This design comes from an exercise in tuning for small area, a short achievable clock period and few clock cycles per item on the open sky130 flow, not from production work. Function was checked by simulation only, so behaviour that the tests miss may differ from the original. Power figures rest on the tool's default switching activity, not on a simulated workload.

Setup of run A:
==> flow/design.v <==
module SME ( clk, reset, chardata, isstring, ispattern, valid, match, match_index);
input clk;
input reset;
input [7:0] chardata;
input isstring;
input ispattern;
output valid;
output match;
output [4:0] match_index;
reg valid;
reg match;
reg [4:0] match_index;
reg  [7:0] c_q;         
reg        lit_q, dot_q, car_q, dol_q, star_q;
reg        str_q, str_q2;
reg        pat_q, pat_q2;
wire in_car  = (chardata == 8'h5E);
wire in_dol  = (chardata == 8'h24);
wire in_dot  = (chardata == 8'h2E);
wire in_star = (chardata == 8'h2A);
always @(posedge clk) begin
	c_q    <= (in_car | in_dol) ? 8'h20 : chardata;
	lit_q  <= !(in_car | in_dol | in_dot | in_star);
	dot_q  <= in_dot;
	car_q  <= in_car;
	dol_q  <= in_dol;
	star_q <= in_star;
end
always @(posedge clk or posedge reset) begin
	if (reset) begin
		str_q  <= 1'b0;
		str_q2 <= 1'b0;
		pat_q  <= 1'b0;
		pat_q2 <= 1'b0;
	end else begin
		str_q  <= isstring;
		str_q2 <= str_q;
		pat_q  <= ispattern;
		pat_q2 <= pat_q;
	end
end
reg [7:0] s [0:31];
reg [5:0] len;           
integer n;
always @(posedge clk) begin
	if (str_q) begin
		for (n = 0; n < 31; n = n + 1)
			s[n] <= s[n+1];
		s[31] <= c_q;
		len <= str_q2 ? len + 6'd1 : 6'd1;
	end
end
wire [5:0] len_nxt = str_q ? (str_q2 ? len + 6'd1 : 6'd1) : len;
wire [5:0] lo = 6'd32 - len_nxt;
reg  [31:0] v;
integer j;
always @(*) begin
	for (j = 0; j < 32; j = j + 1)
		v[j] = (j >= lo);
end
reg [31:0] eq;
always @(*) begin
	for (j = 0; j < 32; j = j + 1)
		eq[j] = (s[j] == c_q);
end
reg  [32:0] m;
reg  [4:0]  base;        
reg         starred;
reg [32:0] pre;
always @(*) begin
	pre[0] = m[0];
	for (j = 1; j < 33; j = j + 1)
		pre[j] = pre[j-1] | m[j];
end
reg [4:0] fs;
always @(*) begin
	fs = 5'd0;
	for (j = 31; j >= 0; j = j - 1)
		if (m[j]) fs = j;
end
wire [4:0] cand = fs + base;
reg [32:0] m_nxt;
always @(*) begin
	m_nxt[0] = (car_q & m[0]) |
	           (dol_q & m[0] & eq[0]) |
	           (star_q & pre[0]);
	for (j = 1; j < 32; j = j + 1)
		m_nxt[j] = ((lit_q | dot_q) & m[j-1] & (dot_q | eq[j-1])) |
		           (car_q & m[j] & (!m[j-1] | eq[j-1])) |
		           (dol_q & m[j] & eq[j]) |
		           (star_q & pre[j]);
	m_nxt[32] = ((lit_q | dot_q) & m[31] & (dot_q | eq[31])) |
	            (dol_q & m[32]) |
	            (star_q & pre[32]);
end
always @(posedge clk) begin
	if (pat_q) begin
		m    <= m_nxt;
		base <= (lit_q | dot_q) ? base - 5'd1 : base;
	end else begin
		m    <= {1'b0, v};
		base <= len_nxt[4:0];
	end
end
always @(posedge clk or posedge reset) begin
	if (reset)
		starred <= 1'b0;
	else
		starred <= pat_q & (starred | star_q);
end
always @(posedge clk) begin
	if (!starred)
		match_index <= cand;
end
always @(posedge clk or posedge reset) begin
	if (reset) begin
		valid <= 1'b0;
	end else begin
		valid <= pat_q2 & !pat_q;
	end
end
always @(posedge clk) begin
	match <= |m;
end
endmodule
==> flow/config.mk <==
export PLATFORM = sky130hd
export DESIGN_NAME = SME
export DESIGN_NICKNAME = SME
export VERILOG_FILES = /design/flow/design.v
export SDC_FILE = /design/flow/constraint.sdc
export NUM_CORES = 4
export LEC_CHECK = 0
export CAP_MARGIN = 20
export CORE_MARGIN = 2
export CORE_UTILIZATION = 40
export CTS_CLUSTER_DIAMETER = 120
export CTS_CLUSTER_SIZE = 24
export SLEW_MARGIN = 20
==> flow/constraint.sdc <==
create_clock -name core_clock -period 8.0 [get_ports {clk}]
set_input_delay 1.6000 -clock core_clock [delete_from_list [all_inputs] [get_ports {clk}]]
set_output_delay 1.6000 -clock core_clock [all_outputs]
set_load 0.01 [all_outputs]
standard.sh (not shown) runs the stock make flow with config.mk's settings and CLKGATE_MAP_FILE= SYNTH_SCRIPT=/design/flow/synth_recipe.tcl, a recipe that flattens the netlist after the stock synthesis.
==> flow/flow/run.sh <==
#!/bin/bash
set -euo pipefail
bash standard.sh SETUP_SLACK_MARGIN=5.3 finish > make_finish.log 2>&1
Run A ran to completion and came out clean on the timing, DRC and antenna checks.
Testbench counts of run A, summed over its fixed seeds: cycles 114,566, items 8,000.
Edits applied to the flow inputs when going from run A to run B:
- an added CTS_BUF_LIST of sky130_fd_sc_hd__clkbuf_8
- an added SETUP_SLACK_MARGIN of 5
- a change of CTS_CLUSTER_SIZE from 24 to 16
- a change of CTS_CLUSTER_DIAMETER from 120 to 100
==> flow/run.sh (new file) <==
#!/bin/bash
# synth_recipe.tcl (not shown) runs the flow's synth.tcl, then flattens the netlist and writes it again
# the make line also repeats each setting of config.mk as NAME=value (left out here)
make -C /OpenROAD-flow-scripts/flow DESIGN_CONFIG=/design/flow/config.mk WORK_HOME=/design/flow/orfs CLKGATE_MAP_FILE= SYNTH_SCRIPT=/design/flow/synth_recipe.tcl finish
removed: flow/flow/run.sh
removed: flow/standard.sh
- Clock share of power in run B is 2.1 points lower than in run A
- Summary of run B over run A: final critical-path required period rose 0.0090 ns; combined global-route utilization of all metal layers about even.
- Run B vs run A: wire length reported by the detailed router down
- The combinational fraction of design power of run B is lower than that of run A.
- In the tables for run A and run B, critical path depth reads higher with run A.
- The higher post-CTS setup-driven buffer insertion count of run A and run B is in run A.
- In the route summary, run B ends up with a via count below that of run A.
- Non-clock buffer total of the final layout shrinks by more than a quarter when moving from run A to run B.
Input-level comparison between run C and run B:
- CTS_CLUSTER_SIZE: 16 -> 24
- CTS_BUF_LIST: sky130_fd_sc_hd__clkbuf_8 -> unset
- CTS_CLUSTER_DIAMETER: 100 -> 120
- CORE_UTILIZATION: 40 -> 60
--- outcome ---
Relative to run B, run C improves wire length. [compare] base=run B new=run C: worst endpoint required time +1.86 ns, setup slack shrank by 0.043 ns, layout overhead on the synthesized area went down by 1.0 points. Of the two values seen for critical-path cell with the highest stage delay, sky130_fd_sc_hd__edfxtp_1 was produced by run B and sky130_fd_sc_hd__nor4_1 by run C. Cell area improves in run C relative to run B. On run C: utilization is 21 points higher than what run B gave.
Input changes introduced in run D (baseline for comparison: run C):
- CTS_CLUSTER_SIZE no longer set, was 24
- CORE_UTILIZATION now 40, was 60
- CTS_CLUSTER_DIAMETER no longer set, was 120
### Flow results
Going from run C to run D, clock network area share went up by 3.3 points; total wire length grew by 890 µm; overall power of the completed layout moved up.
The following lists how run E was set up differently from run D:
- putting CTS_CLUSTER_DIAMETER at 120 where nothing was set
- putting CTS_CLUSTER_SIZE at 24 where nothing was set
- clearing SETUP_SLACK_MARGIN, which used to be 5
==> flow/flow/run.sh (new file) <==
#!/bin/bash
set -euo pipefail
bash standard.sh SETUP_SLACK_MARGIN=5.4 finish > make_finish.log 2>&1
==> flow/standard.sh (new file) <==
#!/bin/bash
# synth_recipe.tcl (not shown) runs the flow's synth.tcl, then flattens the netlist and writes it again
# the make line also repeats each setting of config.mk as NAME=value (left out here)
make -C /OpenROAD-flow-scripts/flow DESIGN_CONFIG=/design/flow/config.mk WORK_HOME=/design/flow/orfs CLKGATE_MAP_FILE= SYNTH_SCRIPT=/design/flow/synth_recipe.tcl "${@:-finish}"
removed: flow/run.sh
Findings:
Taking run D as the reference, in run E switching power went down by about 8%, routed wire length was more or less identical, area after synthesis was more or less identical.
Summary of the comparison: sequential share of power is higher in run E, relative to run D.
Compare run D and run E | sequential share of layout area higher: run E
Combined global-route utilization of all metal layers essentially unchanged between run D and run E.
Growth of design area from synthesis to finish was lower in the run labelled run E.
Compared with run D, run E ends up with a smaller final cell area.
In terms of hold slack, run D and run E differ only marginally.
Relative to run E, the following input files were edited for run F:
- SETUP_SLACK_MARGIN: unset -> 5
==> flow/run.sh (new file) <==
#!/bin/bash
# synth_recipe.tcl (not shown) runs the flow's synth.tcl, then flattens the netlist and writes it again
# the make line also repeats each setting of config.mk as NAME=value (left out here)
make -C /OpenROAD-flow-scripts/flow DESIGN_CONFIG=/design/flow/config.mk WORK_HOME=/design/flow/orfs CLKGATE_MAP_FILE= SYNTH_SCRIPT=/design/flow/synth_recipe.tcl finish
removed: flow/flow/run.sh
removed: flow/standard.sh
==> run notes <==
Compared with run E, run F shows area of all placed cells without fillers that has gone down slightly.
Cell count: run F lower than run E
Fmax ends up lower on run F.
From run E to run F the numbers moved as follows: synthesized cell count level; final worst-path cycle share moved up; register clock-pin slew on the reported worst setup and hold paths level; core utilization of the finished layout moved down.

## what the ideal ports hide
How much do the figures lean on ideal ports? The routed layouts below were timed once more, with nothing changed but the port constraints.
Step 1: set_driving_cell puts a clkbuf_16 on clk and a buf_2 on each other input, an assumption about the parent block.
Step 2 also shifts input and output timing later by t, the mid clock arrival at the registers, as if the neighbouring blocks saw the same clock.
a / b / c = ideal ports / drivers / drivers and shift; a / b = the first two.
| run | shift t [ns] | setup WS [ns] | hold WS [ns] | clock arrival spread, ns | worst data-port slew with drivers (ns) |
|---|---|---|---|---|---|
| run A | 0.560 | 5.096 / 5.096 / 4.849 | 0.466 / 0.466 / 0.466 | 0.022 / 0.022 | 0.03 |
| run B | 0.628 | 5.087 / 5.038 / 4.700 | 0.455 / 0.455 / 0.455 | 0.026 / 0.026 | 0.03 |
| run C | 0.563 | 5.044 / 5.044 / 4.688 | 0.469 / 0.469 / 0.469 | 0.024 / 0.024 | 0.04 |
| run D | 0.571 | 5.110 / 5.110 / 4.698 | 0.460 / 0.460 / 0.460 | 0.018 / 0.018 | 0.03 |
| run E | 0.568 | 5.163 / 5.163 / 4.927 | 0.460 / 0.460 / 0.460 | 0.026 / 0.027 | 0.03 |
| run F | 0.559 | 5.105 / 5.100 / 4.701 | 0.468 / 0.468 / 0.468 | 0.022 / 0.022 | 0.03 |
After both steps every run listed still meets setup and hold. The setup slack of run D, which loses most, moves by 0.000 ns with the drivers and by -0.412 ns with both steps.
